Source: an optimization exercise on an open RTL-to-GDS flow (aim: small area). Production flows keep margins and buffers that such runs may drop. RTL that was checked went through simulation tests only; none was proved equivalent to the original. For run 1, only the layout was checked, not whether the RTL still works. The clock cells of runs 4 to 7 come from the design's own scripts or RTL, not from TritonCTS. The flow treats the clock pin as an ideal source. Dropping or thinning the clock tree relies on that and would not hold on a real chip. Power figures rest on the tool's default switching activity, not on a simulated workload.

`design/flow/config.mk`:
```
export PLATFORM = sky130hd
export DESIGN_NAME = timer_top
export DESIGN_NICKNAME = timer_top
export VERILOG_FILES = /design/flow/design.v
export SDC_FILE = /design/flow/constraint.sdc
export NUM_CORES = 4
export LEC_CHECK = 0
export CAP_MARGIN = 20
export CORE_MARGIN = 2
export CORE_UTILIZATION = 60
export SLEW_MARGIN = 20
```
`design/flow/constraint.sdc`:
```
create_clock -name core_clock -period 6.0 [get_ports {sys_clk}]
set_input_delay 1.2000 -clock core_clock [delete_from_list [all_inputs] [get_ports {sys_clk}]]
set_output_delay 1.2000 -clock core_clock [all_outputs]
set_load 0.01 [all_outputs]
```
`design/flow/design.v`:
```
module timer_top (
	input  wire        sys_clk      ,
	input  wire        sys_rst_n    ,
	input  wire        tim_psel     ,
	input  wire        tim_pwrite   ,
	input  wire        tim_penable  ,
	input  wire [11:0] tim_paddr    ,
	input  wire [31:0] tim_pwdata   ,
	input  wire [3:0]  tim_pstrb    ,
	output wire        tim_pready   ,
	input  wire        dbg_mode     ,
	output wire [31:0] tim_prdata   ,
	output wire        tim_pslverr  ,
	output wire        tim_int
);
reg        pready_r;
reg [63:0] cnt;
reg [63:0] tcmp;
reg        ten, den;           
reg [3:0]  dval;               
reg        ten_d;              
reg        tier;
reg        tisr;
reg        hreq, hack;         
reg [7:0]  pc;                 
wire acc  = tim_psel & tim_penable;
wire wr   = acc & tim_pwrite;
wire rd   = acc & ~tim_pwrite;
wire abase = ~|tim_paddr[11:5] & ~|tim_paddr[1:0];
wire [7:0] sel;
assign sel[0] = abase & (tim_paddr[4:2] == 3'd0);
assign sel[1] = abase & (tim_paddr[4:2] == 3'd1);
assign sel[2] = abase & (tim_paddr[4:2] == 3'd2);
assign sel[3] = abase & (tim_paddr[4:2] == 3'd3);
assign sel[4] = abase & (tim_paddr[4:2] == 3'd4);
assign sel[5] = abase & (tim_paddr[4:2] == 3'd5);
assign sel[6] = abase & (tim_paddr[4:2] == 3'd6);
assign sel[7] = abase & (tim_paddr[4:2] == 3'd7);
assign tim_pready = (tim_psel | tim_penable) & pready_r;
wire ctrl  = wr & sel[0];
wire wb0   = ctrl & tim_pstrb[0];
wire wb1   = ctrl & tim_pstrb[1];
wire [3:0] wdv = tim_pwdata[11:8];
wire dv_big = wdv[3] & |wdv[2:0];
wire err   = (wb1 & dv_big)
           | (ten & wb1 & (wdv != dval))
           | (ten & wb0 & (tim_pwdata[1] != den));
assign tim_pslverr = err;
wire ten_c  = (wb0 & ~err) ? tim_pwdata[0] : ten;
wire den_c  = (wb0 & ~err) ? tim_pwdata[1] : den;
wire [3:0] dval_c = (wb1 & ~err) ? wdv : dval;
wire hreq_c = (wr & sel[7] & tim_pstrb[0]) ? tim_pwdata[0] : hreq;
wire halt   = dbg_mode & hreq_c;
wire [7:0] divm;
assign divm[0] = dval_c != 4'd0;
assign divm[1] = dval_c >  4'd1;
assign divm[2] = dval_c >  4'd2;
assign divm[3] = dval_c >  4'd3;
assign divm[4] = dval_c >  4'd4;
assign divm[5] = dval_c >  4'd5;
assign divm[6] = dval_c >  4'd6;
assign divm[7] = dval_c >  4'd7;
wire pc_hit = (pc == divm);
wire pc_rst = pc_hit | ~ten_c | ~den_c;
wire [7:0] pc_n = halt ? pc : pc_rst ? 8'h0 : pc + 8'd1;
wire cnt_en = ten_c & ~halt & (~den_c | ~divm[0] | pc_hit);
wire clr = ~ten & ten_d;
wire [63:0] inc = cnt + {63'd0, cnt_en};
wire [7:0] wcb;
assign wcb[3:0] = {4{wr & sel[1]}} & tim_pstrb;
assign wcb[7:4] = {4{wr & sel[2]}} & tim_pstrb;
wire [63:0] cnt_n;
genvar g;
generate for (g = 0; g < 8; g = g + 1) begin : gb
	assign cnt_n[g*8 +: 8] = wcb[g] ? tim_pwdata[(g%4)*8 +: 8] :
	                         clr    ? 8'h0 : inc[g*8 +: 8];
end endgenerate
wire [7:0] wtb;
assign wtb[3:0] = {4{wr & sel[3]}} & tim_pstrb;
assign wtb[7:4] = {4{wr & sel[4]}} & tim_pstrb;
wire [63:0] tcmp_n;
generate for (g = 0; g < 8; g = g + 1) begin : gt
	assign tcmp_n[g*8 +: 8] = wtb[g] ? tim_pwdata[(g%4)*8 +: 8] : tcmp[g*8 +: 8];
end endgenerate
wire tier_c = (wr & sel[5] & tim_pstrb[0]) ? tim_pwdata[0] : tier;
wire iclr   = wr & sel[6] & tim_pstrb[0] & tim_pwdata[0];
wire iset   = (cnt == tcmp);
wire ist    = tisr ? ~iclr : iset;
assign tim_int = tier_c & ist;
wire [7:0] rs = sel & {8{rd}};
assign tim_prdata =
	  ({32{rs[1]}} & cnt[31:0])
	| ({32{rs[2]}} & cnt[63:32])
	| ({32{rs[3]}} & tcmp[31:0])
	| ({32{rs[4]}} & tcmp[63:32])
	| {20'd0, {4{rs[0]}} & dval, 6'd0,
	   (rs[0] & den) | (rs[7] & hack),
	   (rs[0] & ten) | (rs[5] & tier) | (rs[6] & tisr) | (rs[7] & hreq)};
always @(posedge sys_clk or negedge sys_rst_n) begin
	if (!sys_rst_n) begin
		pready_r <= 1'b0;
		cnt      <= 64'd0;
		tcmp     <= {64{1'b1}};
		ten      <= 1'b0;
		den      <= 1'b0;
		dval     <= 4'd1;
		ten_d    <= 1'b0;
		tier     <= 1'b0;
		tisr     <= 1'b0;
		hreq     <= 1'b0;
		hack     <= 1'b0;
		pc       <= 8'd0;
	end else begin
		pready_r <= acc;
		cnt      <= cnt_n;
		tcmp     <= tcmp_n;
		ten      <= ten_c;
		den      <= den_c;
		dval     <= dval_c;
		ten_d    <= ten;
		tier     <= tier_c;
		tisr     <= ist;
		hreq     <= hreq_c;
		hack     <= halt;
		pc       <= pc_n;
	end
end
endmodule
```
`design/flow/flow/run.sh`:
```
#!/bin/bash
# Standard ORFS layout, with small port buffers and a lighter clock tree.
set -euo pipefail
export BUFFER_PORTS_ARGS="-buffer_cell sky130_fd_sc_hd__buf_1"
export CTS_ARGS="-sink_clustering_enable -repair_clock_nets -buf_list {sky130_fd_sc_hd__clkbuf_4 sky130_fd_sc_hd__clkbuf_8} -dont_use_dummy_load"
bash standard.sh > standard.log 2>&1
```
`design/flow/standard.sh`:
```
#!/bin/bash
# synth_recipe.tcl (not shown) runs the flow's synth.tcl, then flattens the netlist and writes it again
# the make line also repeats each setting of config.mk as NAME=value (left out here)
make -C /OpenROAD-flow-scripts/flow DESIGN_CONFIG=/design/flow/config.mk WORK_HOME=/design/flow/orfs CLKGATE_MAP_FILE= SYNTH_SCRIPT=/design/flow/synth_recipe.tcl "${@:-finish}"
```
==> impl_metrics.env, run 1 <==
export IMPL_synth_xor_area_share_pct=13.6
export IMPL_critPathKind="input pin to flop"
export IMPL_drive_gt1_share_pct=20.6
export IMPL_htree_num_levels=4
export IMPL_cts_tree="yes"
export IMPL_synth_top_area_share_pct=23.0
export IMPL_yosys_area_top_type="dfrtp_1"
export IMPL_fin_nets=1074
export IMPL_arrival_ns=6.01
export IMPL_drc=0
export IMPL_yosys_area_share_simple_pct=17.8
export IMPL_post_drt_wl_per_cell_um=22.5
export IMPL_startpoint_type="input pin"
export IMPL_insertion_delay_ns=0.45
export IMPL_yosys_warnings=1
export IMPL_grt_pass1_vias=7701
export IMPL_routabilityCongestion=0.921
export IMPL_row_count=44
export IMPL_finClkSkew_ns=0.0287
export IMPL_synthCells=933
export IMPL_clkSlewWorstSetupHoldPaths_ns=0.07
export IMPL_cts_made_buffers=17
export IMPL_drtPass1Iterations=8
export IMPL_cts_num_sinks=148
export IMPL_drv_cap=0
export IMPL_power_density_nw_per_um2=169
export IMPL_grt_pass1_wl_mm=43.1
export IMPL_ys_flop_type="dfrtp_1"
export IMPL_rsz0062_at_grt="no"
export IMPL_start_util_pct=61.6
export IMPL_area_delta_synth_final_pct=8.91
export IMPL_grt_max_degree=66
export IMPL_hpwlAfterDp_mm=20.0
export IMPL_synth_top_family_by_area="simple AND/OR/NAND/NOR gates"
export IMPL_synth_seq_cells=148
export IMPL_port_buffers=88
export IMPL_final_util_pct=67.1
export IMPL_synth_avg_cell_area_um2=9.68
export IMPL_period_needed_ns=5.64
export IMPL_core_area_um2=14600
export IMPL_ir_worst_vdd_v=0.000129
export IMPL_dieArea_um2=16000
export IMPL_required_ns=6.36
export IMPL_dr_first_iter_drc_count=719
export IMPL_wirelength_mm=27.0
export IMPL_min_path_type="flop to flop"
export IMPL_clock_fmax_ghz=0.177
export IMPL_fp_dieH_um=127
export IMPL_crit_chain="buf_1, xor2_2, o41ai_4, and4b_2, mux2i_1, xor2_1, a211o_1, or3_1, a311oi_1, ha_1, nand2_1, nor3_1, and3_1, nand2_1, nor3_1, buf_4, nand3_1, xor2_1, o21ai_0"
export IMPL_p_leak_nw=3.88
export IMPL_relSlewSlack_pct=25.7
export IMPL_antenna_found_initial=0
export IMPL_clockBufferDepth=2
export IMPL_diodes=0
export IMPL_synth_area_leaders="dfrtp_1 23%, dfstp_2 19%, mux2_2 8.5%"
export IMPL_grt_overflow=0
export IMPL_synth_cell_types=63
export IMPL_pre_cts_ws_ns=-0.112
export IMPL_tightest_slew_ns=1.11
export IMPL_cp_slowest_stage_delay_ns=0.47
export IMPL_endpoint_kind="flop"
export IMPL_synth_compound_area_share_pct=14.0
export IMPL_drv_slew=0
export IMPL_setup_tns_ns=0
export IMPL_synthMuxAreaShare_pct=9.48
export IMPL_dieWidth_um=127
export IMPL_totalPowerFinal_mw=1.66
export IMPL_ant_nets=0
export IMPL_path_delay_family="simple AND/OR/NAND/NOR gates"
export IMPL_synthArstFlopShare_pct=100
export IMPL_routed_via_density=6.53
export IMPL_synthesis_nets=990
export IMPL_vias=7825
export IMPL_io_pins=89
export IMPL_grtUsageTotal_pct=34.9
export IMPL_post_route_worst_setup_slack_ns=0.356
export IMPL_finalHoldViolCount=0
export IMPL_path_buf_inv=2
export IMPL_status="complete, no violations"
export IMPL_syn_area_um2=9030
export IMPL_seq_area_frac_synth_pct=41.9
export IMPL_finalCritPeriodShare_pct=94.1
export IMPL_root_buffer="clkbuf_8"
export IMPL_whs_ns=0.525
export IMPL_synth_fa_ha_area_share_pct=0.416
export IMPL_finalSetupViolCount=0
export IMPL_synth_edff_count=0
export IMPL_cpMaxStageDelayCell="o41ai_4"
export IMPL_cp_max_fo=7
[placed cells by master (no fill, tap or decap), types with 6 or more instances in the layout]
cell type	Yosys	layout
or2_2	10	10
nor2b_1	9	8
nor2_1	48	44
a22oi_1	58	58
dfstp_2	65	65
xor2_1	49	49
o31ai_1	16	16
or3_1	6	6
nor4_1	9	9
nand2_1	135	135
buf_1	0	87
a21o_1	6	6
dfrtp_1	83	83
buf_4	0	29
nand3_1	34	34
xnor2_1	87	87
nor3_1	13	13
nand4_1	28	28
clkbuf_8	0	17
mux2i_1	9	9
inv_1	9	9
and3_1	15	15
a21oi_1	6	6
mux2_2	68	68
o21ai_0	50	50
o21ai_1	6	6
[cell usage after synthesis, types with 9 or more instances]
library cell,number
or2_2,10
nor3_1,13
nor2_1,48
xor2_1,49
nand2_1,135
nor4_1,9
mux2i_1,9
mux2_2,68
and3_1,15
nand4_1,28
nand3_1,34
nor2b_1,9
inv_1,9
dfstp_2,65
o21ai_0,50
xnor2_1,87
a22oi_1,58
clkbuf_1,43
dfrtp_1,83
o31ai_1,16
[path summary, 6_finish.rpt]
check	start	to	slack (ns)	cells past startpoint
max in group asynchronous	sys_rst_n	cnt[8]$_DFF_PN0_	3.93	2
min in group asynchronous	sys_rst_n	cnt[29]$_DFF_PN0_	0.91	1
max	tim_pwdata[8]	cnt[50]$_DFF_PN0_	0.36	19
max reg2reg	dval[1]$_DFF_PN0_	cnt[50]$_DFF_PN0_	0.82	18
min reg2reg	tisr$_DFF_PN0_	tisr$_DFF_PN0_	0.52	1
min	tisr$_DFF_PN0_	tisr$_DFF_PN0_	0.52	1
[what timing repair did]
item / in CTS / in global routing
setup buffers: 0 / 0
endpoints found under the setup margin: 0 / 1
resized for setup: 0 / 1
hold buffers: 0 / 0
[power by group]
| part | internal (mW) | switching [mW] | total [mW] |
|---|---|---|---|
| Combinational | 0.0202 | 0.0578 | 0.0781 |
| Sequential | 1.00 | 0.00121 | 1.00 |
| Clock | 0.250 | 0.331 | 0.581 |
[sequential cells by signal, indices dropped and copies added (netlist names)]
register,count
cnt,64
ten,1
dval,4
pready_r,1
ten_d,1
den,1
tisr,1
hreq,1
tcmp,64
tier,1
pc,8
hack,1
[through the flow]
step | std cells | instance area (µm²)
2_1_floorplan | 933 | 9030
3_3_place_gp | 1182 | 9590
3_5_place_dp | 1182 | 9590
4_1_cts | 1199 | 9830
5_1_grt | 1199 | 9830
6_report | 1199 | 9830
[worst register-to-register path, cell delays in order (launching register included)]
cell and delay [ns]:
dfrtp_1 0.52, xor2_2 0.23, o41ai_4 0.50, and4b_2 0.41, mux2i_1 0.25, xor2_1 0.10
a211o_1 0.28, or3_1 0.38, a311oi_1 0.41, ha_1 0.26, nand2_1 0.11, nor3_1 0.23
and3_1 0.23, nand2_1 0.20, nor3_1 0.36, buf_4 0.21, nand3_1 0.11, xor2_1 0.16
o21ai_0 0.15
[metal layers]
layer  share of wire [%]  track usage [%]
met1                  41             46.0
met2                  48             56.5
met3                 7.7             8.81
met4                 3.6             12.3
met5                   0                0
[layout make-up]
class / count / area, µm²
Fill cell: 1211 / 4810
Multi-Input combinational cell: 724 / 5000
Clock buffer: 17 / 234
Timing Repair Buffer: 117 / 552
Tap cell: 184 / 230
Sequential cell: 148 / 3780
Inverter: 9 / 33.8
[logic make-up after synthesis]
group / Yosys count
compound gates: 176
xor+xnor: 138
fa+ha+maj: 3
buf+inv: 61
flops: 148
mux: 77
simple gates: 330
==> run 2: changes to the inputs <==
--- a/design/flow/design.v
+++ b/design/flow/design.v
@@ -51,26 +51,43 @@
 wire [3:0] dval_c = (wb1 & ~err) ? wdv : dval;
 wire hreq_c = (wr & sel[7] & tim_pstrb[0]) ? tim_pwdata[0] : hreq;
 wire halt   = dbg_mode & hreq_c;
-wire [7:0] divm;
-assign divm[0] = dval_c != 4'd0;
-assign divm[1] = dval_c >  4'd1;
-assign divm[2] = dval_c >  4'd2;
-assign divm[3] = dval_c >  4'd3;
-assign divm[4] = dval_c >  4'd4;
-assign divm[5] = dval_c >  4'd5;
-assign divm[6] = dval_c >  4'd6;
-assign divm[7] = dval_c >  4'd7;
-wire pc_hit = (pc == divm);
+function [7:0] divmask;
+	input [3:0] v;
+	integer i;
+	begin
+		for (i = 0; i < 8; i = i + 1) divmask[i] = (v > i);
+	end
+endfunction
+wire wdv_ok = wb1 & ~err;            
+wire hit_r  = (pc == divmask(dval));
+wire hit_w  = (pc == divmask(wdv));
+wire pc_hit = wdv_ok ? hit_w : hit_r;
+wire dz     = wdv_ok ? ~|wdv : ~|dval;
 wire pc_rst = pc_hit | ~ten_c | ~den_c;
 wire [7:0] pc_n = halt ? pc : pc_rst ? 8'h0 : pc + 8'd1;
-wire cnt_en = ten_c & ~halt & (~den_c | ~divm[0] | pc_hit);
+wire cnt_en = ten_c & ~halt & (~den_c | dz | pc_hit);
 wire clr = ~ten & ten_d;
-wire [63:0] inc = cnt + {63'd0, cnt_en};
+wire [15:0] nib;
+wire [16:0] blw;                     
+assign blw[0] = 1'b1;
+genvar g;
+generate for (g = 0; g < 16; g = g + 1) begin : gn
+	assign nib[g] = &cnt[g*4 +: 4];
+	assign blw[g+1] = blw[g] & nib[g];
+end endgenerate
+wire [63:0] cy;
+generate for (g = 0; g < 64; g = g + 1) begin : gc
+	if (g % 4 == 0) begin : h
+		assign cy[g] = cnt_en & blw[g/4];
+	end else begin : r
+		assign cy[g] = cy[g-1] & cnt[g-1];
+	end
+end endgenerate
+wire [63:0] inc = cnt ^ cy;
 wire [7:0] wcb;
 assign wcb[3:0] = {4{wr & sel[1]}} & tim_pstrb;
 assign wcb[7:4] = {4{wr & sel[2]}} & tim_pstrb;
 wire [63:0] cnt_n;
-genvar g;
 generate for (g = 0; g < 8; g = g + 1) begin : gb
 	assign cnt_n[g*8 +: 8] = wcb[g] ? tim_pwdata[(g%4)*8 +: 8] :
 	                         clr    ? 8'h0 : inc[g*8 +: 8];
==> design/flow/flow/run.sh (replaced) <==
#!/bin/bash
# The standard ORFS layout with three changes:
#  - synthesis is the standard flow's script, but ABC maps with flow/area.script (area oriented);
#  - every port still gets a buffer, but a buf_1 rather than the default choice;
#  - the clock tree uses smaller buffers and no dummy loads.
set -euo pipefail
W=$PWD
{ head -n 1 synth_recipe.tcl; cat flow/abc_override.tcl; tail -n +2 synth_recipe.tcl; } > flow_synth.tcl
sed "s#SYNTH_SCRIPT=[^ ]*#SYNTH_SCRIPT=$W/flow_synth.tcl#" standard.sh > flow_standard.sh
export MY_ABC_SCRIPT=$W/flow/area.script
export BUFFER_PORTS_ARGS="-buffer_cell sky130_fd_sc_hd__buf_1"
export CTS_ARGS="$(cat flow/cts_args)"
bash flow_standard.sh > standard.log 2>&1
==> design/flow/flow/abc_override.tcl (new file) <==
# Map with an area-oriented ABC script instead of the speed one (registers are untouched).
proc abc {args} {
  set i [lsearch -exact $args -script]
  if { $i >= 0 && [info exists ::env(MY_ABC_SCRIPT)] } {
    set args [lreplace $args [expr {$i + 1}] [expr {$i + 1}] $::env(MY_ABC_SCRIPT)]
  }
  yosys abc {*}$args
}
==> design/flow/flow/area.script (new file) <==
strash
&get -n
&st
&syn2
&dch
&nf -a
&put
strash
dch
amap
topo
stime -c
==> design/flow/flow/cts_args (new file) <==
-sink_clustering_enable -repair_clock_nets -buf_list {sky130_fd_sc_hd__clkbuf_8} -dont_use_dummy_load -sink_clustering_size 25 -sink_clustering_max_diameter 60
==> impl_metrics.env, run 2 <==
export IMPL_finalCritPeriodShare_pct=93.1
export IMPL_dr_first_iter_drc_count=1069
export IMPL_min_path_type="flop to flop"
export IMPL_ant_nets=0
export IMPL_post_cts_setup_buffers=0
export IMPL_wirelength_mm=28.0
export IMPL_ir_worst_vdd_v=0.000155
export IMPL_port_buffers=88
export IMPL_grt_overflow=0
export IMPL_startpoint_type="input pin"
export IMPL_dpl_cell_area_um2=9210
export IMPL_synth_cell_types=39
export IMPL_fp_dieH_um=123
export IMPL_status="complete, no violations"
export IMPL_power_switching_share_pct=23.3
export IMPL_finalSetupViolCount=0
export IMPL_p_leak_nw=3.62
export IMPL_area_delta_synth_final_pct=12.2
export IMPL_cts_tree="yes"
export IMPL_root_buffer="clkbuf_8"
export IMPL_dieWidth_um=123
export IMPL_pwr_share_comb_pct=4.6
export IMPL_cp_max_fo=8
export IMPL_drive_gt1_share_pct=11.0
export IMPL_drv_slew=0
export IMPL_yosys_area_top_type="dfrtp_1"
export IMPL_finalHoldViolCount=0
export IMPL_antenna_found_initial=0
export IMPL_synthArstFlopShare_pct=100
export IMPL_synth_avg_cell_area_um2=9.04
export IMPL_clkSlewWorstSetupHoldPaths_ns=0.07
export IMPL_clockBufferDepth=2
export IMPL_synth_xor_area_share_pct=0
export IMPL_drtPass1Iterations=6
export IMPL_finClkSkew_ns=0.0272
export IMPL_cpMaxStageDelayCell="a2111oi_1"
export IMPL_yosys_warnings=1
export IMPL_synth_fa_ha_area_share_pct=7.27
export IMPL_synth_edff_count=0
export IMPL_final_util_pct=68.4
export IMPL_pwr_share_clk_pct=34.9
export IMPL_cts_num_sinks=148
export IMPL_critPathKind="input pin to flop"
export IMPL_synth_seq_cells=148
export IMPL_routed_via_density=6.69
export IMPL_grt_pass1_wl_mm=43.6
export IMPL_synth_top_family_by_area="compound AO/OA/AOI/OAI gates"
export IMPL_pwr_share_seq_pct=60.5
export IMPL_whs_ns=0.502
export IMPL_arrival_ns=5.94
export IMPL_cts_made_buffers=17
export IMPL_final_area_um2=9460
export IMPL_routabilityCongestion=1.04
export IMPL_htree_num_levels=4
export IMPL_power_density_nw_per_um2=175
export IMPL_grt_pass1_vias=7967
export IMPL_diodes=0
export IMPL_insertion_delay_ns=0.46
export IMPL_endpoint_kind="flop"
export IMPL_drv_cap=0
export IMPL_start_util_pct=61.0
export IMPL_clock_fmax_ghz=0.179
export IMPL_seq_area_frac_synth_pct=44.9
export IMPL_synthMuxAreaShare_pct=0
export IMPL_io_pins=89
export IMPL_final_cell_mix="214 x clkinv_1, 116 x o22ai_1, 87 x buf_1"
export IMPL_ys_flop_type="dfrtp_1"
export IMPL_switchingPower_mw=0.386
export IMPL_layout_commonest_cell="clkinv_1"
export IMPL_dieArea_um2=15000
export IMPL_grt_max_degree=65
export IMPL_synth_area_leaders="dfrtp_1 25%, dfstp_2 20%, clkinv_1 9.5%"
export IMPL_crit_chain="buf_1, clkinv_1, o22ai_1, o221ai_1, a221oi_1, o221ai_1, a21oi_1, nand3_2, buf_4, o22ai_1, a21oi_1, a2111oi_1, o2111ai_1, o31ai_1, o211ai_1, nor2_1, clkinv_1, nor3_1, ha_1, ha_1, ha_1, nor2_1, a211o_1, o22ai_1"
export IMPL_tightest_slew_ns=0.777
export IMPL_post_drt_wl_per_cell_um=22.5
export IMPL_synth_compound_area_share_pct=27.8
export IMPL_syn_area_um2=8430
export IMPL_row_count=43
export IMPL_yosys_area_share_simple_pct=10.5
export IMPL_drc=0
export IMPL_synth_most_common_cell="clkinv_1"
export IMPL_core_area_um2=13800
export IMPL_synth_top_area_share_pct=24.6
export IMPL_vias=8335
export IMPL_period_needed_ns=5.58
export IMPL_required_ns=6.35
export IMPL_synthesis_nets=1036
export IMPL_relSlewSlack_pct=48.2
export IMPL_p_int_mw=1.27
export IMPL_synthCells=933
export IMPL_fin_nets=1170
export IMPL_cts_hold_buffers=0
export IMPL_hpwlAfterDp_mm=20.5
export IMPL_grtUsageTotal_pct=38.5
export IMPL_biggestRegsByFlops="cnt: 64 flops, tcmp: 64 flops, pc: 8 flops"
export IMPL_cp_slowest_stage_delay_ns=0.35
export IMPL_synth_commonest_cells="214 x clkinv_1, 116 x o22ai_1, 83 x dfrtp_1"
[run 2: cell types whose count changed after synthesis, sizes merged, moves of 48 or more]
| cell | before | now |
|---|---|---|
| clkinv | 0 | 214 |
| xor2 | 51 | 0 |
| mux2 | 68 | 0 |
| o32ai | 1 | 49 |
| nand2 | 135 | 47 |
| o22ai | 1 | 116 |
| xnor2 | 87 | 0 |
[run 2: cell type report]
| class | instances | area (µm²) |
|---|---|---|
| Clock buffer | 17 | 234 |
| Fill cell | 1186 | 4370 |
| Inverter | 214 | 803 |
| Multi-Input combinational cell | 571 | 3880 |
| Sequential cell | 148 | 3780 |
| Tap cell | 180 | 225 |
| Timing Repair Buffer | 115 | 537 |
[run 2: cell families (layout without fill, tap and decap cells)]
logic type,after synthesis,in the layout
AO/OA/AOI/OAI,328,328
flip-flops,148,148
buffers and inverters,214,346
AND/OR/NAND/NOR,194,194
adder cells (fa/ha/maj),49,49
[run 2: final timing paths]
| path | from | endpoint | slack [ns] | cells past startpoint |
|---|---|---|---|---|
| worst max-delay path | tim_pwdata[8] | cnt[51]$_DFF_PN0_ | 0.42 | 24 |
| worst min-delay path | tcmp[63]$_DFFE_PN1P_ | tcmp[63]$_DFFE_PN1P_ | 0.50 | 2 |
| worst max register to register | dval[0]$_DFFE_PN1N_ | cnt[51]$_DFF_PN0_ | 0.67 | 23 |
| worst min register to register | tcmp[63]$_DFFE_PN1P_ | tcmp[63]$_DFFE_PN1P_ | 0.50 | 2 |
| max in group asynchronous | sys_rst_n | cnt[35]$_DFF_PN0_ | 4.06 | 2 |
| min in group asynchronous | sys_rst_n | cnt[29]$_DFF_PN0_ | 0.79 | 1 |
[run 2: critical path: cells and delay by family]
family	cells	cell delay (ns)
adder cells (fa/ha/maj)	3	0.53
AO/OA/AOI/OAI	13	2.78
AND/OR/NAND/NOR	4	0.76
buffers and inverters	4	0.63
[run 2: stage by stage]
| stage | TNS [ns] | setup slack (ns) | cells | power, mW |
|---|---|---|---|---|
| floorplan | 0 | 0.441 | 933 | 1.05 |
| global placement | 0 | 0.149 | 1228 | 1.10 |
| detailed placement | -0.00690 | -0.00690 | 1228 | 1.10 |
| CTS | 0 | 0.440 | 1245 | 1.66 |
| global route | -0.0443 | -0.0361 | 1245 | 1.71 |
| finish | 0 | 0.416 | 1245 | 1.66 |
[run 2: power by group through the flow]
stage                     logic (mW)  clock network, mW  registers [mW]
after floorplan               0.0253                  0            1.02
after global placement        0.0760                  0            1.02
after detailed placement      0.0761                  0            1.02
after CTS                     0.0764              0.584            1.00
after global routing          0.0865              0.623            1.00
final                         0.0768              0.579            1.00
[run 2: what timing repair did]
action,CTS,global route
hold endpoints to repair,0,0
endpoints found under the setup margin,0,9
resized for setup,0,5
[run 2: metal layers]
metal	global-route usage (%)	wire length (µm)
met5	0	0
met4	18.7	1260
met3	9.94	2790
met2	58.9	12600
met1	51.1	11300
==> run 3: changes to the inputs <==
==> design/flow/flow/cts_args (replaced) <==
-sink_clustering_enable -repair_clock_nets -buf_list {sky130_fd_sc_hd__clkbuf_4 sky130_fd_sc_hd__clkbuf_8} -dont_use_dummy_load -sink_clustering_size 20 -sink_clustering_max_diameter 50
==> design/flow/config.mk (replaced) <==
export PLATFORM = sky130hd
export DESIGN_NAME = timer_top
export DESIGN_NICKNAME = timer_top
export VERILOG_FILES = /design/flow/design.v
export SDC_FILE = /design/flow/constraint.sdc
export NUM_CORES = 4
export LEC_CHECK = 0
export CAP_MARGIN = 5
export CORE_MARGIN = 2
export CORE_UTILIZATION = 70
export SLEW_MARGIN = 5
==> impl_metrics.env, run 3 <==
export IMPL_status="complete, no violations"
export IMPL_clkSlewWorstSetupHoldPaths_ns=0.07
export IMPL_dieWidth_um=114
export IMPL_yosys_area_top_type="dfrtp_1"
export IMPL_cts_num_sinks=148
export IMPL_drv_cap=0
export IMPL_synth_commonest_cells="214 x clkinv_1, 116 x o22ai_1, 83 x dfrtp_1"
export IMPL_synthArstFlopShare_pct=100
export IMPL_cpMostUsedCell="nor2_1"
export IMPL_relSlewSlack_pct=48.9
export IMPL_io_pins=89
export IMPL_pwr_share_clk_pct=35.0
export IMPL_p_leak_nw=3.61
export IMPL_seq_area_frac_synth_pct=44.9
export IMPL_tightest_slew_ns=0.763
export IMPL_htree_num_levels=4
export IMPL_grt_max_degree=65
export IMPL_final_util_pct=79.3
export IMPL_area_delta_synth_final_pct=11.6
export IMPL_final_cell_mix="214 x clkinv_1, 116 x o22ai_1, 87 x buf_1"
export IMPL_period_needed_ns=5.66
export IMPL_post_drt_wl_per_cell_um=22.3
export IMPL_hpwlAfterDp_mm=19.6
export IMPL_multi_input_area_um2=3870
export IMPL_cts_tree="yes"
export IMPL_insertion_delay_ns=0.47
export IMPL_dpl_cell_area_um2=9150
export IMPL_synthesis_nets=1036
export IMPL_layout_commonest_cell="clkinv_1"
export IMPL_power_density_nw_per_um2=176
export IMPL_synth_area_leaders="dfrtp_1 25%, dfstp_2 20%, clkinv_1 9.5%"
export IMPL_whs_ns=0.508
export IMPL_synth_top_area_share_pct=24.6
export IMPL_dieArea_um2=12900
export IMPL_critPathKind="input pin to flop"
export IMPL_drive_gt1_share_pct=10.9
export IMPL_synth_cell_types=39
export IMPL_ant_nets=0
export IMPL_required_ns=6.37
export IMPL_routabilityCongestion=1.01
export IMPL_biggestRegsByFlops="cnt: 64 flops, tcmp: 64 flops, pc: 8 flops"
export IMPL_fin_nets=1169
export IMPL_port_buffers=88
export IMPL_final_area_um2=9410
export IMPL_grtUsageTotal_pct=43.3
export IMPL_startpoint_type="input pin"
export IMPL_totalPowerFinal_mw=1.66
export IMPL_grt_pass1_wl_mm=42.6
export IMPL_endpoint_kind="flop"
export IMPL_drv_slew=0
export IMPL_cp_slowest_stage_delay_ns=0.40
export IMPL_vias=8459
export IMPL_finalSetupViolCount=0
export IMPL_setup_tns_ns=0
export IMPL_synth_edff_count=0
export IMPL_p_int_mw=1.27
export IMPL_cts_made_buffers=17
export IMPL_yosys_warnings=1
export IMPL_diodes=0
export IMPL_cp_max_fo=5
export IMPL_syn_area_um2=8430
export IMPL_grt_pass1_vias=8050
export IMPL_wirelength_mm=27.0
export IMPL_ys_flop_type="dfrtp_1"
export IMPL_regArea_um2=3780
export IMPL_clock_fmax_ghz=0.177
export IMPL_pwr_share_seq_pct=60.5
export IMPL_pwr_share_comb_pct=4.5
export IMPL_arrival_ns=6.03
export IMPL_clockBufferDepth=2
export IMPL_grt_overflow=0
export IMPL_root_buffer="clkbuf_8"
export IMPL_min_path_type="flop to flop"
export IMPL_switchingPower_mw=0.388
export IMPL_fp_dieH_um=114
export IMPL_dr_first_iter_drc_count=1297
export IMPL_rsz0062_at_grt="no"
export IMPL_row_count=40
export IMPL_power_switching_share_pct=23.4
export IMPL_finClkSkew_ns=0.0151
export IMPL_antenna_found_initial=0
export IMPL_core_area_um2=11900
export IMPL_synth_seq_cells=148
export IMPL_routed_via_density=6.99
export IMPL_synthCells=933
export IMPL_finalHoldViolCount=0
export IMPL_cpMaxStageDelayCell="a2111oi_0"
export IMPL_synth_avg_cell_area_um2=9.04
export IMPL_drc=0
export IMPL_nFillCells=866
export IMPL_start_util_pct=71.1
export IMPL_drtPass1Iterations=8
export IMPL_finalCritPeriodShare_pct=94.3
export IMPL_ir_worst_vdd_v=0.000157
export IMPL_synth_most_common_cell="clkinv_1"
==> run 3: cell counts after synthesis <==
No cell type changed its count.
==> run 3: metal layers <==
layer	vias to the layer above	GRT usage, %	wire length, µm
met4	0	21.1	1470
met2	604	66.2	12100
met3	126	11.3	3200
met5	-	0	0
met1	3969	57.8	10200
li1	3760	-	-
==> run 3: critical path, delay by kind of cell <==
kind	cells	cell delay, ns
simple gates	5	0.61
fa+ha+maj	3	0.52
compound gates	13	2.96
buf+inv	5	0.74
==> run 3: what timing repair did <==
item,CTS,global route
endpoints found under the setup margin,0,10
hold buffers,0,0
gates resized for setup,0,4
endpoints found under the hold margin,0,0
setup buffers,0,1
==> run 3: metrics by stage <==
step / setup slack (ns) / std cells
finish: 0.343 / 1211
global route: 0.00549 / 1211
CTS: 0.360 / 1210
detailed placement: -0.0322 / 1193
global placement: 0.148 / 1193
floorplan: 0.441 / 933
==> run 3: area by class of cell <==
class | instances | share of cell area, %
inverters | 214 | 8.54
well taps | 147 | 1.95
flip-flops and latches | 148 | 40.2
repair buffers | 114 | 5.62
multi-input cells | 571 | 41.2
clock buffers | 17 | 2.49
==> run 3: worst paths after layout <==
kind | from | end | slack (ns) | cells past startpoint
worst max-delay path | tim_pwdata[8] | cnt[23]$_DFF_PN0_ | 0.34 | 26
worst min-delay path | tcmp[63]$_DFFE_PN1P_ | tcmp[63]$_DFFE_PN1P_ | 0.51 | 2
worst max register to register | dval[0]$_DFFE_PN1N_ | cnt[23]$_DFF_PN0_ | 0.60 | 25
worst min register to register | tcmp[63]$_DFFE_PN1P_ | tcmp[63]$_DFFE_PN1P_ | 0.51 | 2
max in group asynchronous | sys_rst_n | cnt[15]$_DFF_PN0_ | 4.10 | 2
min in group asynchronous | sys_rst_n | cnt[31]$_DFF_PN0_ | 0.75 | 1
==> run 3: kinds of logic after synthesis <==
family,share of synthesized area (%)
flops,44.9
simple gates,10.5
buf+inv,9.53
fa+ha+maj,7.27
compound gates,27.8
==> run 3: power by group through the flow <==
stage | registers (mW) | logic [mW] | clock network, mW
6_report | 1.00 | 0.0754 | 0.581
2_1_floorplan | 1.02 | 0.0253 | 0
4_1_cts | 1.00 | 0.0748 | 0.575
5_1_grt | 1.00 | 0.0839 | 0.623
3_3_place_gp | 1.02 | 0.0735 | 0
3_5_place_dp | 1.02 | 0.0745 | 0
==> run 4: changes to the inputs <==
--- a/design/flow/design.v
+++ b/design/flow/design.v
@@ -15,7 +15,8 @@
 );
 reg        pready_r;
 reg [63:0] cnt;
-reg [63:0] tcmp;
+reg [63:0] tcmpi;                 
+wire [63:0] tcmp = ~tcmpi;
 reg        ten, den;           
 reg [3:0]  dval;               
 reg        ten_d;              
@@ -59,10 +60,8 @@
 	end
 endfunction
 wire wdv_ok = wb1 & ~err;            
-wire hit_r  = (pc == divmask(dval));
-wire hit_w  = (pc == divmask(wdv));
-wire pc_hit = wdv_ok ? hit_w : hit_r;
-wire dz     = wdv_ok ? ~|wdv : ~|dval;
+wire pc_hit = (pc == divmask(dval_c));
+wire dz     = ~|dval_c;
 wire pc_rst = pc_hit | ~ten_c | ~den_c;
 wire [7:0] pc_n = halt ? pc : pc_rst ? 8'h0 : pc + 8'd1;
 wire cnt_en = ten_c & ~halt & (~den_c | dz | pc_hit);
@@ -95,9 +94,9 @@
 wire [7:0] wtb;
 assign wtb[3:0] = {4{wr & sel[3]}} & tim_pstrb;
 assign wtb[7:4] = {4{wr & sel[4]}} & tim_pstrb;
-wire [63:0] tcmp_n;
+wire [63:0] tcmpi_n;
 generate for (g = 0; g < 8; g = g + 1) begin : gt
-	assign tcmp_n[g*8 +: 8] = wtb[g] ? tim_pwdata[(g%4)*8 +: 8] : tcmp[g*8 +: 8];
+	assign tcmpi_n[g*8 +: 8] = wtb[g] ? ~tim_pwdata[(g%4)*8 +: 8] : tcmpi[g*8 +: 8];
 end endgenerate
 wire tier_c = (wr & sel[5] & tim_pstrb[0]) ? tim_pwdata[0] : tier;
 wire iclr   = wr & sel[6] & tim_pstrb[0] & tim_pwdata[0];
@@ -117,7 +116,7 @@
 	if (!sys_rst_n) begin
 		pready_r <= 1'b0;
 		cnt      <= 64'd0;
-		tcmp     <= {64{1'b1}};
+		tcmpi    <= 64'd0;
 		ten      <= 1'b0;
 		den      <= 1'b0;
 		dval     <= 4'd1;
@@ -130,7 +129,7 @@
 	end else begin
 		pready_r <= acc;
 		cnt      <= cnt_n;
-		tcmp     <= tcmp_n;
+		tcmpi    <= tcmpi_n;
 		ten      <= ten_c;
 		den      <= den_c;
 		dval     <= dval_c;
==> design/flow/flow/run.sh (replaced) <==
#!/bin/bash
# The standard ORFS layout with four changes:
#  - synthesis is the standard flow's script, but ABC maps with flow/area.script (area oriented);
#  - every port still gets a buffer, but a buf_1 rather than the default choice;
#  - the clock tree is built by flow/manual_cts.tcl (a root buffer and a grid of
#    leaf buffers, one per region of flip-flops) in place of TritonCTS;
#  - the rest (repair, routing, finishing) is ORFS's as usual.
set -euo pipefail
W=$PWD
{ head -n 1 synth_recipe.tcl; cat flow/abc_override.tcl; tail -n +2 synth_recipe.tcl; } > flow_synth.tcl
sed "s#SYNTH_SCRIPT=[^ ]*#SYNTH_SCRIPT=$W/flow_synth.tcl#" standard.sh > flow_standard.sh
export MY_ABC_SCRIPT=$W/flow/area.script
export BUFFER_PORTS_ARGS="-buffer_cell sky130_fd_sc_hd__buf_1"
export PRE_CTS_TCL=$W/flow/manual_cts.tcl
export MCTS_NET=sys_clk MCTS_NBUF=16 MCTS_NCOL=4 MCTS_BUF=sky130_fd_sc_hd__clkbuf_4 MCTS_ROOT=sky130_fd_sc_hd__clkbuf_8
bash flow_standard.sh > standard.log 2>&1
==> design/flow/flow/area.script (replaced) <==
strash
&get -n
&st
&syn2
&dch -f
&nf -a -p -F 8 -A 8 -R 100
&put
topo
stime -c
==> design/flow/flow/manual_cts.tcl (new file) <==
# Clock tree by hand: the clock port drives NBUF clock buffers, each driving
# the flip-flops of one region of the placement. Replaces TritonCTS, whose
# H-tree builds 17 buffers for 148 flip-flops.
proc clock_tree_synthesis { args } {
  set nbuf $::env(MCTS_NBUF)
  set bufm $::env(MCTS_BUF)
  set block [ord::get_db_block]
  set db [ord::get_db]
  set master [$db findMaster $bufm]
  set clk [$block findNet $::env(MCTS_NET)]
  set sinks {}
  foreach it [$clk getITerms] {
    set inst [$it getInst]
    set bb [$inst getBBox]
    lappend sinks [list $it [expr {([$bb xMin] + [$bb xMax]) / 2}] [expr {([$bb yMin] + [$bb yMax]) / 2}]]
  }
  # split into nbuf groups: sort by x into columns, then each column by y
  set ncol $::env(MCTS_NCOL)
  set nrow [expr {$nbuf / $ncol}]
  set sinks [lsort -integer -index 1 $sinks]
  set n [llength $sinks]
  set groups {}
  for {set c 0} {$c < $ncol} {incr c} {
    set col [lrange $sinks [expr {$c * $n / $ncol}] [expr {($c + 1) * $n / $ncol - 1}]]
    set col [lsort -integer -index 2 $col]
    set m [llength $col]
    for {set r 0} {$r < $nrow} {incr r} {
      lappend groups [lrange $col [expr {$r * $m / $nrow}] [expr {($r + 1) * $m / $nrow - 1}]]
    }
  }
  # optional root buffer between the clock port and the leaf buffers
  set src $clk
  if {[info exists ::env(MCTS_ROOT)] && $::env(MCTS_ROOT) ne ""} {
    set rinst [odb::dbInst_create $block [$db findMaster $::env(MCTS_ROOT)] "clkbuf_m_root"]
    set src [odb::dbNet_create $block "clknet_m_root"]
    $src setSigType CLOCK
    [$rinst findITerm A] connect $clk
    [$rinst findITerm X] connect $src
    set rx 0; set ry 0
    foreach s $sinks { incr rx [lindex $s 1]; incr ry [lindex $s 2] }
    $rinst setLocation [expr {$rx / $n}] [expr {$ry / $n}]
    $rinst setPlacementStatus PLACED
  }
  set k 0
  foreach g $groups {
    set inst [odb::dbInst_create $block $master "clkbuf_m_$k"]
    set net [odb::dbNet_create $block "clknet_m_$k"]
    $net setSigType CLOCK
    set sx 0; set sy 0
    foreach s $g {
      set it [lindex $s 0]
      $it disconnect
      $it connect $net
      incr sx [lindex $s 1]; incr sy [lindex $s 2]
    }
    [$inst findITerm A] connect $src
    [$inst findITerm X] connect $net
    $inst setLocation [expr {$sx / [llength $g]}] [expr {$sy / [llength $g]}]
    $inst setPlacementStatus PLACED
    incr k
  }
  puts "manual clock tree: $k x $bufm"
  set_propagated_clock [all_clocks]
}
removed: design/flow/flow/cts_args
==> impl_metrics.env, run 4 <==
export IMPL_status="complete, no violations"
export IMPL_synth_commonest_cells="172 x nand2_1, 147 x dfrtp_1, 135 x nor2_1"
export IMPL_drc=0
export IMPL_drive_gt1_share_pct=3.16
export IMPL_endpoint_kind="flop"
export IMPL_area_delta_synth_final_pct=9.36
export IMPL_grtUsageTotal_pct=37.2
export IMPL_drtPass1Iterations=5
export IMPL_seq_area_frac_synth_pct=45.4
export IMPL_synth_top_family_by_area="simple AND/OR/NAND/NOR gates"
export IMPL_dieWidth_um=112
export IMPL_p_leak_nw=4.09
export IMPL_dieArea_um2=12500
export IMPL_synth_cell_types=39
export IMPL_clock_fmax_ghz=0.182
export IMPL_cp_max_fo=13
export IMPL_post_drt_wl_per_cell_um=19.5
export IMPL_cp_slowest_stage_delay_ns=0.61
export IMPL_drv_slew=0
export IMPL_fin_nets=1149
export IMPL_arrival_ns=5.82
export IMPL_start_util_pct=71.7
export IMPL_post_route_worst_setup_slack_ns=0.520
export IMPL_fp_dieH_um=112
export IMPL_synth_seq_cells=148
export IMPL_drv_cap=0
export IMPL_clkSlewWorstSetupHoldPaths_ns=0.11
export IMPL_finClkSkew_ns=0.0178
export IMPL_diodes=0
export IMPL_yosys_area_share_simple_pct=20.0
export IMPL_wirelength_mm=23.1
export IMPL_synth_top_area_share_pct=45.1
export IMPL_multi_input_area_um2=4430
export IMPL_synth_xor_area_share_pct=4.30
export IMPL_crit_chain="buf_1, nor4_2, nand4b_1, or4_1, nand2_1, nor2_1, mux2i_1, clkinv_1, nor2_1, nand2_1, nor2_1, o21ai_0, a21oi_1, nand4_1, o21ai_0, o211ai_1, buf_12, nor4_1, nor2b_1, ha_1, ha_1, ha_1, a21oi_1, mux2_1"
export IMPL_core_area_um2=11400
export IMPL_min_path_cells=1
export IMPL_yosys_warnings=1
export IMPL_cts_hold_buffers=0
export IMPL_relSlewSlack_pct=16.9
export IMPL_vias=7610
export IMPL_synth_most_common_cell="nand2_1"
export IMPL_port_buffers=88
export IMPL_regArea_um2=3700
export IMPL_synthesis_nets=1032
export IMPL_synth_compound_area_share_pct=18.8
export IMPL_synth_fa_ha_area_share_pct=7.52
export IMPL_synth_edff_count=0
export IMPL_final_cell_mix="172 x nand2_1, 147 x dfrtp_1, 134 x nor2_1"
export IMPL_synth_avg_cell_area_um2=8.78
export IMPL_pre_cts_ws_ns=0.0163
export IMPL_placedCellCount=1170
export IMPL_power_density_nw_per_um2=170
export IMPL_finalHoldViolCount=0
export IMPL_period_needed_ns=5.48
export IMPL_layout_commonest_cell="nand2_1"
export IMPL_totalPowerFinal_mw=1.51
export IMPL_ir_worst_vdd_v=0.000184
export IMPL_syn_area_um2=8160
export IMPL_ys_flop_type="dfrtp_1"
export IMPL_cpMaxStageDelayCell="or4_1"
export IMPL_ant_nets=0
export IMPL_grt_overflow=0
export IMPL_synthMuxAreaShare_pct=3.50
export IMPL_rsz0062_at_grt="no"
export IMPL_critPathKind="input pin to flop"
export IMPL_hpwlAfterDp_mm=16.5
export IMPL_io_pins=89
export IMPL_yosys_area_top_type="dfrtp_1"
export IMPL_antenna_found_initial=0
export IMPL_tightest_slew_ns=1.25
export IMPL_synthArstFlopShare_pct=100
export IMPL_synthCells=929
export IMPL_setup_tns_ns=0
export IMPL_grt_pass1_wl_mm=37.5
export IMPL_dr_first_iter_drc_count=750
export IMPL_finalNonFillerCells=1187
export IMPL_required_ns=6.34
export IMPL_routed_via_density=6.41
export IMPL_nFillCells=860
export IMPL_row_count=39
export IMPL_synth_area_leaders="dfrtp_1 45%, nand2_1 7.9%, a21oi_1 7.5%"
export IMPL_startpoint_type="input pin"
export IMPL_min_path_type="flop to flop"
export IMPL_routabilityCongestion=0.948
export IMPL_grt_pass1_vias=7184
export IMPL_grt_max_degree=77
export IMPL_r2r_cells=23
export IMPL_biggestRegsByFlops="cnt: 64 flops, tcmpi: 64 flops, pc: 8 flops"
export IMPL_insertion_delay_ns=0.46
export IMPL_finalCritPeriodShare_pct=91.3
export IMPL_finalSetupViolCount=0
[run 4: cell count changes after synthesis, moves of 20 or more]
cell / change
a21oi_1: +101
a22oi_1: -24
clkinv_1: -204
dfrtp_1: +64
dfstp_2: -64
mux2_1: +20
nand2_1: +125
nor2_1: +55
o211ai_1: +28
o21ai_0: +52
o221ai_1: -22
o22ai_1: -111
o32ai_1: -49
xor2_1: +22
[run 4: worst max-delay path, delay by kind of cell]
family                     cells  cell delay [ns]
adders and majority gates      3             0.45
and+or+nand+nor               11             2.50
AOI/OAI and AO/OA              5             0.66
buffers and inverters          3             0.47
muxes                          2             0.57
[run 4: kinds of logic after synthesis]
group                      after synthesis
DFF                                    148
xor gates and xnor gates                40
buffers and inverters                   10
adders and majority gates               49
muxes                                   26
and+or+nand+nor                        386
AOI/OAI and AO/OA                      270
[run 4: timing repair]
action	4_1_cts	5_1_grt
buffers inserted	0	0
hold endpoints to repair	0	0
endpoints found under the setup margin	0	1
resized for setup	0	1
[run 4: path summary, 6_finish.rpt]
check | start | end | slack [ns]
worst max-delay path | tim_paddr[6] | cnt[23]$_DFF_PN0_ | 0.52
worst min-delay path | tier$_DFF_PN0_ | tier$_DFF_PN0_ | 0.52
worst max register to register | dval[0]$_DFF_PN1_ | cnt[23]$_DFF_PN0_ | 1.16
worst min register to register | tier$_DFF_PN0_ | tier$_DFF_PN0_ | 0.52
max in group asynchronous | sys_rst_n | dval[0]$_DFF_PN1_ | 4.09
min in group asynchronous | sys_rst_n | cnt[27]$_DFF_PN0_ | 0.93
[run 4: final cells by class]
cell class | count | share of cell area [%]
well taps | 143 | 2.01
repair buffers | 98 | 4.87
multi-input cells | 771 | 49.7
inverters | 10 | 0.421
flip-flops and latches | 148 | 41.5
plain buffers | 17 | 1.50
[run 4: per-stage QoR]
stage / util [%] / hold WS [ns] / instance area [µm²]
finish: 78.4 / 0.523 / 8920
global route: 78.4 / 0.535 / 8920
CTS: 78.4 / 0.512 / 8910
floorplan: - / 0.420 / 8160
detailed placement: 77.2 / 0.488 / 8780
global placement: 77.2 / 0.474 / 8780
[run 4: metal layers]
layer | routed length, µm | vias to the layer above | GRT usage, %
met5 | 0 | - | 0
met4 | 585 | 0 | 10.7
met3 | 2330 | 58 | 5.61
met2 | 10600 | 403 | 58.4
met1 | 9570 | 3571 | 54.6
li1 | - | 3578 | -
[run 4: report_power, final]
part	internal (mW)	switching, mW	leakage (nW)	total, mW
clock network	0.139	0.312	0.0808	0.450
logic	0.0150	0.0468	1.96	0.0617
registers	0.998	0.00150	2.05	1.00
==> run 5: changes to the inputs <==
==> design/flow/flow/area.script (replaced) <==
&get -n
&st
&deepsyn -J 100
&put
strash
&get -n
&st
&dch -f
&nf -p -F 8 -A 8 -R 30
&put
topo
==> impl_metrics.env, run 5 <==
export IMPL_post_route_worst_setup_slack_ns=-0.456
export IMPL_dieWidth_um=110
export IMPL_period_needed_ns=6.46
export IMPL_syn_area_um2=7890
export IMPL_row_count=38
export IMPL_tightest_slew_ns=1.21
export IMPL_synth_most_common_cell="dfrtp_1"
export IMPL_setup_tns_ns=-4.34
export IMPL_antenna_found_initial=0
export IMPL_grt_pass1_wl_mm=43.2
export IMPL_synth_edff_count=0
export IMPL_synth_area_leaders="dfrtp_1 47%, ha_1 7.8%, a22o_1 7.1%"
export IMPL_reg2reg_from="dval[0]$_DFF_PN1_"
export IMPL_nFillCells=559
export IMPL_synth_avg_cell_area_um2=9.85
export IMPL_biggestRegsByFlops="cnt: 64 flops, tcmpi: 64 flops, pc: 8 flops"
export IMPL_r2r_cells=25
export IMPL_cp_max_fo=4
export IMPL_synthArstFlopShare_pct=100
export IMPL_dpl_cell_area_um2=8850
export IMPL_final_cell_mix="147 x dfrtp_1, 125 x nor2_1, 98 x a21oi_1"
export IMPL_vias=8292
export IMPL_layout_commonest_cell="dfrtp_1"
export IMPL_cp_slowest_stage_delay_ns=0.47
export IMPL_drv_cap=0
export IMPL_grt_pass1_vias=8163
export IMPL_endpoint_kind="flop"
export IMPL_grt_max_degree=54
export IMPL_path_delay_family="simple AND/OR/NAND/NOR gates"
export IMPL_ant_nets=0
export IMPL_finalHoldViolCount=0
export IMPL_wirelength_mm=28.9
export IMPL_dieArea_um2=12100
export IMPL_critPathKind="input pin to flop"
export IMPL_routabilityCongestion=1.01
export IMPL_finalCritPeriodShare_pct=108
export IMPL_rsz0062_at_grt="yes"
export IMPL_finClkSkew_ns=0.0230
export IMPL_synthCells=801
export IMPL_port_buffers=88
export IMPL_required_ns=6.37
export IMPL_post_drt_wl_per_cell_um=26.2
export IMPL_clkSlewWorstSetupHoldPaths_ns=0.10
export IMPL_synth_top_area_share_pct=46.6
export IMPL_relSlewSlack_pct=18.7
export IMPL_cpMostUsedCell="nor2b_4"
export IMPL_power_density_nw_per_um2=164
export IMPL_startpoint="tim_paddr[7]"
export IMPL_final_area_um2=9410
export IMPL_path_buf_inv=3
export IMPL_fp_dieH_um=110
export IMPL_min_path_cells=2
export IMPL_multi_input_area_um2=4550
export IMPL_drc=0
export IMPL_arrival_ns=6.82
export IMPL_synth_commonest_cells="147 x dfrtp_1, 127 x nor2_1, 99 x a21oi_1"
export IMPL_seq_area_frac_synth_pct=47.0
export IMPL_start_util_pct=72.2
export IMPL_synth_seq_cells=148
export IMPL_yosys_area_top_type="dfrtp_1"
export IMPL_min_path_type="flop to flop"
export IMPL_startpoint_type="input pin"
export IMPL_diodes=0
export IMPL_regArea_um2=3700
export IMPL_synthesis_nets=904
export IMPL_routed_via_density=7.51
export IMPL_grt_overflow=0
export IMPL_drv_slew=0
export IMPL_io_pins=89
export IMPL_crit_cells=27
export IMPL_fin_nets=1069
export IMPL_status="failed layout checks"
export IMPL_dr_first_iter_drc_count=1512
export IMPL_hp_start="tcmpi[46]$_DFFE_PN0P_"
export IMPL_synth_cell_types=45
export IMPL_yosys_warnings=1
export IMPL_cpMaxStageDelayCell="a2111oi_4"
export IMPL_insertion_delay_ns=0.48
export IMPL_drive_gt1_share_pct=12.7
export IMPL_failed_checks="negative setup slack"
export IMPL_totalPowerFinal_mw=1.54
export IMPL_hpwlAfterDp_mm=18.8
export IMPL_drtPass1Iterations=6
export IMPL_clock_fmax_ghz=0.155
export IMPL_pre_cts_ws_ns=-0.877
export IMPL_grtUsageTotal_pct=47.0
export IMPL_core_area_um2=10900
export IMPL_ir_worst_vdd_v=0.000166
export IMPL_finalSetupViolCount=19
export IMPL_ys_flop_type="dfrtp_1"
export IMPL_p_leak_nw=4.44
export IMPL_area_delta_synth_final_pct=19.2
[run 5: final timing paths]
| path | to | slack (ns) |
|---|---|---|
| setup / recovery | cnt[63]$_DFF_PN0_ | -0.46 |
| hold / removal | tcmpi[46]$_DFFE_PN0P_ | 0.56 |
| setup reg to reg | cnt[63]$_DFF_PN0_ | -0.08 |
| hold reg to reg | tcmpi[46]$_DFFE_PN0P_ | 0.56 |
| max in group asynchronous | cnt[6]$_DFF_PN0_ | 4.11 |
| min in group asynchronous | tcmpi[19]$_DFFE_PN0P_ | 0.76 |
[run 5: final cells by class]
type	count	area share, %
Multi-Input combinational cell	645	48.4
Sequential cell	148	39.4
Timing Repair Buffer	146	8.54
Tap cell	140	1.86
Buffer	17	1.42
Inverter	8	0.399
[run 5: where the power goes]
part           switching [mW]  leakage [nW]  total, mW  internal, mW
clock network           0.323        0.0808      0.461         0.138
registers             0.00170          2.06       1.00         0.998
logic                  0.0554          2.31     0.0771        0.0217
[run 5: logic make-up after synthesis]
logic type | share of synthesized area [%]
buf+inv | 0.381
fa+ha+maj | 7.77
xor+xnor | 5.22
simple gates | 15.8
compound gates | 23.0
mux | 0.793
flops | 47.0
[run 5: stage by stage]
stage	instances	utilization, %	hold slack (ns)
after floorplan	801	-	0.440
after global placement	1074	80.9	0.514
after detailed placement	1074	80.9	0.498
after CTS	1101	84.3	0.538
after global routing	1104	86.0	0.570
final	1104	86.0	0.557
[run 5: routing by layer]
layer / GRT usage, % / share of wire (%) / up-vias
li1: - / - / 3369
met1: 58.7 / 34 / 3922
met2: 74.4 / 45 / 775
met3: 11.5 / 13 / 226
met4: 28.0 / 8.5 / 0
met5: 0 / 0 / -
[run 5: tightest hold or removal path, stage by stage, from the launching register on]
cell	delay, ns
dfrtp_1	0.40
nand2_1	0.06
o21ai_0	0.07
[run 5: timing repair]
| action | CTS | global route |
|---|---|---|
| buffers inserted | 11 | 3 |
| hold buffers | 0 | 0 |
| gates resized for setup | 32 | 31 |
| pin swaps | 11 | 12 |
| gates cloned | 0 | 0 |
| endpoints found under the setup margin | 17 | 27 |
==> run 6: changes to the inputs <==
==> design/flow/flow/area.script (replaced) <==
strash
&get -n
&st
&syn2
&dch
&nf -a -p
&put
topo
stime -c
--- a/design/flow/config.mk
+++ b/design/flow/config.mk
@@ -7,5 +7,5 @@
 export LEC_CHECK = 0
 export CAP_MARGIN = 5
 export CORE_MARGIN = 2
-export CORE_UTILIZATION = 70
+export CORE_UTILIZATION = 55
 export SLEW_MARGIN = 5
==> impl_metrics.env, run 6 <==
export IMPL_synth_area_leaders="dfrtp_1 45%, nand2_1 9.5%, o21ai_0 7.7%"
export IMPL_grtUsageTotal_pct=32.9
export IMPL_yosys_warnings=1
export IMPL_clock_fmax_ghz=0.184
export IMPL_row_count=44
export IMPL_hp_start="tcmpi[52]$_DFFE_PN0P_"
export IMPL_syn_area_um2=8120
export IMPL_endpoint_kind="flop"
export IMPL_fp_dieH_um=125
export IMPL_finalSetupViolCount=0
export IMPL_fin_nets=1121
export IMPL_min_path_type="flop to flop"
export IMPL_drv_cap=0
export IMPL_finalHoldViolCount=0
export IMPL_power_density_nw_per_um2=171
export IMPL_hold_path_end="tcmpi[52]$_DFFE_PN0P_"
export IMPL_reg2reg_from="dval[0]$_DFF_PN1_"
export IMPL_met3WireLength_mm=2.36
export IMPL_ys_flop_type="dfrtp_1"
export IMPL_insertion_delay_ns=0.50
export IMPL_ir_worst_vdd_v=0.000146
export IMPL_finalCritPeriodShare_pct=90.4
export IMPL_crit_chain="buf_1, xor2_1, o41ai_1, nand2_1, or4b_1, mux2i_1, clkinv_1, nor2_1, a31oi_1, xor2_1, o31ai_1, o211ai_1, buf_4, nor4_1, ha_1, ha_1, ha_1, o21ai_0, a211oi_1, a21o_1"
export IMPL_synth_edff_count=0
export IMPL_seq_area_frac_synth_pct=45.6
export IMPL_drive_gt1_share_pct=3.94
export IMPL_r2r_cells=19
export IMPL_grt_overflow=0
export IMPL_post_cts_setup_buffers=0
export IMPL_arrival_ns=5.85
export IMPL_hpwlAfterDp_mm=19.2
export IMPL_yosys_area_top_type="dfrtp_1"
export IMPL_met2WireLength_mm=11.9
export IMPL_whs_ns=0.545
export IMPL_synth_avg_cell_area_um2=9.10
export IMPL_grt_pass1_wl_mm=41.5
export IMPL_path_buf_inv=3
export IMPL_cpMostUsedCell="ha_1"
export IMPL_final_cell_mix="205 x nand2_1, 147 x dfrtp_1, 125 x o21ai_0"
export IMPL_reg2reg_slack_ns=0.94
export IMPL_clkSlewWorstSetupHoldPaths_ns=0.10
export IMPL_grt_pass1_vias=7602
export IMPL_dr_max_layer_used="met4"
export IMPL_synth_commonest_cells="205 x nand2_1, 147 x dfrtp_1, 125 x o21ai_0"
export IMPL_diodes=0
export IMPL_startpoint_type="input pin"
export IMPL_cts_hold_buffers=0
export IMPL_layout_commonest_cell="nand2_1"
export IMPL_io_pins=89
export IMPL_relSlewSlack_pct=33.1
export IMPL_synth_cell_types=42
export IMPL_reg2reg_to="cnt[35]$_DFF_PN0_"
export IMPL_dr_first_iter_drc_count=641
export IMPL_drc=0
export IMPL_rsz0062_at_grt="no"
export IMPL_start_util_pct=56.1
export IMPL_ant_nets=0
export IMPL_synthesis_nets=995
export IMPL_nFillCells=1340
export IMPL_period_needed_ns=5.42
export IMPL_totalPowerFinal_mw=1.53
export IMPL_min_path_cells=2
export IMPL_synth_most_common_cell="nand2_1"
export IMPL_routed_via_density=6.42
export IMPL_core_area_um2=14500
export IMPL_required_ns=6.43
export IMPL_vias=7707
export IMPL_antenna_found_initial=0
export IMPL_cts_resized=0
export IMPL_port_buffers=88
export IMPL_cpMaxStageDelayCell="or4b_1"
export IMPL_cp_slowest_stage_delay_ns=0.65
export IMPL_critPathKind="input pin to flop"
export IMPL_path_delay_family="compound AO/OA/AOI/OAI gates"
export IMPL_synth_seq_cells=148
export IMPL_dieArea_um2=15700
export IMPL_biggestRegsByFlops="cnt: 64 flops, tcmpi: 64 flops, pc: 8 flops"
export IMPL_finClkSkew_ns=0.0195
export IMPL_cp_max_fo=7
export IMPL_dieWidth_um=125
export IMPL_p_leak_nw=4.26
export IMPL_status="complete, no violations"
export IMPL_drv_slew=0
export IMPL_synth_top_area_share_pct=45.3
export IMPL_post_drt_wl_per_cell_um=21.9
export IMPL_wirelength_mm=26.2
export IMPL_synthArstFlopShare_pct=100
export IMPL_synthCells=892
export IMPL_drtPass1Iterations=5
export IMPL_tightest_slew_ns=0.996
export IMPL_area_delta_synth_final_pct=10.6
export IMPL_wl_met1_mm=10.8
export IMPL_setup_tns_ns=0
export IMPL_routabilityCongestion=0.942
export IMPL_grt_max_degree=64
-- run 6: cell count changes after synthesis, moves of 11 or more --
cell      delta
nor2_1      -82
nand3_1     +24
a21oi_1     -73
o21ai_0    +103
nor3_1      +12
nor2b_1     -11
a22o_1      -63
a211oi_1    +13
a21o_1      +14
nand2_1    +145
a221o_1     +15
o211ai_1    -12
-- run 6: final cells by class --
| type | instances | area [µm²] | area share, % |
|---|---|---|---|
| Tap cell | 184 | 230 | 2.57 |
| Buffer | 17 | 134 | 1.49 |
| Multi-Input combinational cell | 734 | 4380 | 48.8 |
| Sequential cell | 148 | 3700 | 41.3 |
| Timing Repair Buffer | 107 | 489 | 5.45 |
| Inverter | 10 | 37.5 | 0.418 |
-- run 6: power by group --
part	internal, mW	switching, mW	total, mW
clock	0.138	0.329	0.467
combinational	0.0154	0.0492	0.0646
sequential	0.998	0.00119	0.999
-- run 6: how the worst max path moves through the flow --
| stage | from | to | slack (ns) | cells past startpoint |
|---|---|---|---|---|
| after global placement | tim_pwdata[9] | cnt[23]$_DFF_PN0_ | 0.35 | 19 |
| after CTS | tim_pwdata[9] | cnt[35]$_DFF_PN0_ | 0.61 | 20 |
| after floorplan | tim_paddr[6] | cnt[51]$_DFF_PN0_ | 0.57 | 18 |
| after detailed placement | tim_pwdata[9] | cnt[35]$_DFF_PN0_ | 0.11 | 20 |
| final | tim_pwdata[9] | cnt[35]$_DFF_PN0_ | 0.58 | 20 |
| after global routing | tim_paddr[6] | cnt[35]$_DFF_PN0_ | 0.08 | 21 |
-- run 6: routing by layer --
metal | GRT usage [%] | vias up
met1 | 45.2 | 3667
met4 | 13.7 | 0
met5 | 0 | -
li1 | - | 3559
met3 | 5.35 | 84
met2 | 52.3 | 397
-- run 6: worst register-to-register path: cells and delay by family (launching register included) --
family                   cells  cell delay (ns)
flip-flops                   1             0.60
XOR/XNOR                     2             0.29
AO/OA/AOI/OAI                7             1.40
buffers and inverters        2             0.41
adder cells (fa/ha/maj)      3             0.53
AND/OR/NAND/NOR              4             1.31
multiplexers                 1             0.47
-- run 6: through the flow --
stage | std cells | worst slack [ns] | utilization, % | instance area (µm²)
6_report | 1200 | 0.578 | 62.0 | 8970
5_1_grt | 1200 | 0.0842 | 62.0 | 8970
4_1_cts | 1200 | 0.607 | 62.0 | 8970
3_5_place_dp | 1183 | 0.115 | 61.1 | 8840
3_3_place_gp | 1183 | 0.353 | 61.1 | 8840
2_1_floorplan | 892 | 0.570 | - | 8120
-- run 6: kinds of logic after synthesis --
| logic type | share of synthesized area [%] |
|---|---|
| mux | 1.16 |
| flops | 45.6 |
| compound gates | 20.5 |
| simple gates | 19.9 |
| fa+ha+maj | 7.55 |
| xor+xnor | 4.86 |
| buf+inv | 0.463 |
==> run 7: changes to the inputs <==
--- a/design/flow/config.mk
+++ b/design/flow/config.mk
@@ -7,5 +7,6 @@
 export LEC_CHECK = 0
 export CAP_MARGIN = 5
 export CORE_MARGIN = 2
-export CORE_UTILIZATION = 55
+export CORE_UTILIZATION = 70
+export GPL_TIMING_DRIVEN = 0
 export SLEW_MARGIN = 5
==> impl_metrics.env, run 7 <==
export IMPL_status="complete, no violations"
export IMPL_finClkSkew_ns=0.0144
export IMPL_row_count=39
export IMPL_finalSetupViolCount=0
export IMPL_ir_worst_vdd_v=0.000136
export IMPL_p_int_mw=1.15
export IMPL_insertion_delay_ns=0.48
export IMPL_dr_first_iter_drc_count=1004
export IMPL_finalCritPeriodShare_pct=96.8
export IMPL_met3_usage_pct=6.91
export IMPL_routabilityCongestion=0.982
export IMPL_dieArea_um2=12500
export IMPL_biggestRegsByFlops="cnt: 64 flops, tcmpi: 64 flops, pc: 8 flops"
export IMPL_grt_pass1_vias=7871
export IMPL_cp_slowest_stage_delay_ns=0.64
export IMPL_ant_nets=0
export IMPL_grtUsageTotal_pct=39.7
export IMPL_yosys_warnings=1
export IMPL_wirelength_mm=25.1
export IMPL_drtPass1Iterations=8
export IMPL_drv_slew=0
export IMPL_min_path_type="flop to flop"
export IMPL_post_cts_setup_buffers=0
export IMPL_grt_pass1_wl_mm=40.1
export IMPL_met2_usage_pct=65.5
export IMPL_antenna_found_initial=0
export IMPL_io_pins=89
export IMPL_pwr_share_comb_pct=4.4
export IMPL_setup_tns_ns=0
export IMPL_vias=8032
export IMPL_critPathKind="input pin to flop"
export IMPL_clkSlewWorstSetupHoldPaths_ns=0.10
export IMPL_grt_overflow=0
export IMPL_power_density_nw_per_um2=170
export IMPL_tightest_slew_ns=1.04
export IMPL_drc=0
export IMPL_required_ns=6.42
export IMPL_switchingPower_mw=0.373
export IMPL_yosys_area_top_type="dfrtp_1"
export IMPL_nFillCells=822
export IMPL_seq_area_frac_synth_pct=45.6
export IMPL_synth_edff_count=0
export IMPL_fin_nets=1110
export IMPL_drv_cap=0
export IMPL_cpMaxStageDelayCell="or4b_4"
export IMPL_placedCellCount=1131
export IMPL_port_buffers=88
export IMPL_core_area_um2=11400
export IMPL_reg2reg_slack_ns=0.72
export IMPL_cpMostUsedCell="ha_1"
export IMPL_power_switching_share_pct=24.4
export IMPL_routed_via_density=7.00
export IMPL_synthesis_nets=995
export IMPL_cts_hold_buffers=0
export IMPL_dieWidth_um=112
export IMPL_layout_commonest_cell="nand2_1"
export IMPL_synth_top_area_share_pct=45.3
export IMPL_synthArstFlopShare_pct=100
export IMPL_p_leak_nw=4.22
export IMPL_rsz0062_at_grt="no"
export IMPL_finalNonFillerCells=1148
export IMPL_cp_max_fo=9
export IMPL_clock_fmax_ghz=0.172
export IMPL_path_delay_family="simple AND/OR/NAND/NOR gates"
export IMPL_pwr_share_clk_pct=30.2
export IMPL_grt_busiest_layer="met2"
export IMPL_area_delta_synth_final_pct=10.7
export IMPL_relSlewSlack_pct=30.3
export IMPL_start_util_pct=71.4
export IMPL_diodes=0
export IMPL_synth_seq_cells=148
run 7: final timing paths:
kind,cells past startpoint,startpoint,endpoint
worst max register to register,19,dval[0]$_DFF_PN1_,cnt[23]$_DFF_PN0_
min in group asynchronous,1,sys_rst_n,tcmpi[20]$_DFFE_PN0P_
max in group asynchronous,3,sys_rst_n,tcmpi[28]$_DFFE_PN0P_
worst min register to register,2,hreq$_DFF_PN0_,hreq$_DFF_PN0_
worst min-delay path,2,hreq$_DFF_PN0_,hreq$_DFF_PN0_
worst max-delay path,20,tim_pwdata[8],cnt[23]$_DFF_PN0_
run 7: cells by family (layout without fill, tap and decap cells):
kind of cell               Yosys count  after routing  share of synthesized area [%]
and+or+nand+nor                    365            365                           19.9
AOI/OAI and AO/OA                  266            266                           20.5
DFF                                148            148                           45.6
adders and majority gates           49             49                           7.55
xor gates and xnor gates            45             45                           4.86
buffers and inverters               10            123                          0.463
muxes                                9              9                           1.16
run 7: area by class of cell:
type	instances	area (µm²)	area share, %
multi-input cells	734	4450	49.6
flip-flops and latches	148	3700	41.2
repair buffers	96	475	5.29
well taps	143	179	1.99
plain buffers	17	134	1.49
inverters	10	37.5	0.418
run 7: metrics by stage:
step	cell area, µm²	setup slack, ns	utilization (%)
2_1_floorplan	8120	0.570	-
3_3_place_gp	8630	-2.77	75.9
3_5_place_dp	8790	-0.415	77.3
4_1_cts	8920	0.0201	78.5
5_1_grt	8980	0.00174	79.0
6_report	8980	0.192	79.0
run 7: worst reg2reg max path, cell delays in order, from the launching register on:
cell	delay, ns
dfstp_2	0.61
xor2_1	0.09
o41ai_1	0.37
nand2_1	0.14
or4b_4	0.64
mux2i_4	0.34
and4_1	0.31
xor2_1	0.22
nand4_1	0.13
o31ai_1	0.37
o211ai_1	0.24
buf_4	0.25
buf_4	0.18
nor4_1	0.41
ha_1	0.24
ha_1	0.15
ha_1	0.16
o21ai_0	0.08
a211oi_1	0.19
a21o_1	0.11
run 7: power groups by stage:
stage / combinational (mW) / clock [mW] / sequential [mW]
2_1_floorplan: 0.00843 / 0 / 1.02
3_3_place_gp: 0.0561 / 0 / 1.02
3_5_place_dp: 0.0653 / 0 / 1.02
4_1_cts: 0.0654 / 0.457 / 0.999
5_1_grt: 0.0748 / 0.489 / 0.999
6_report: 0.0672 / 0.461 / 0.999
run 7: metal layers:
metal / routed length [µm] / part of all wire, %
met4: 1280 / 5.1
met1: 9400 / 37
met5: 0 / 0
met2: 11700 / 47
met3: 2750 / 11
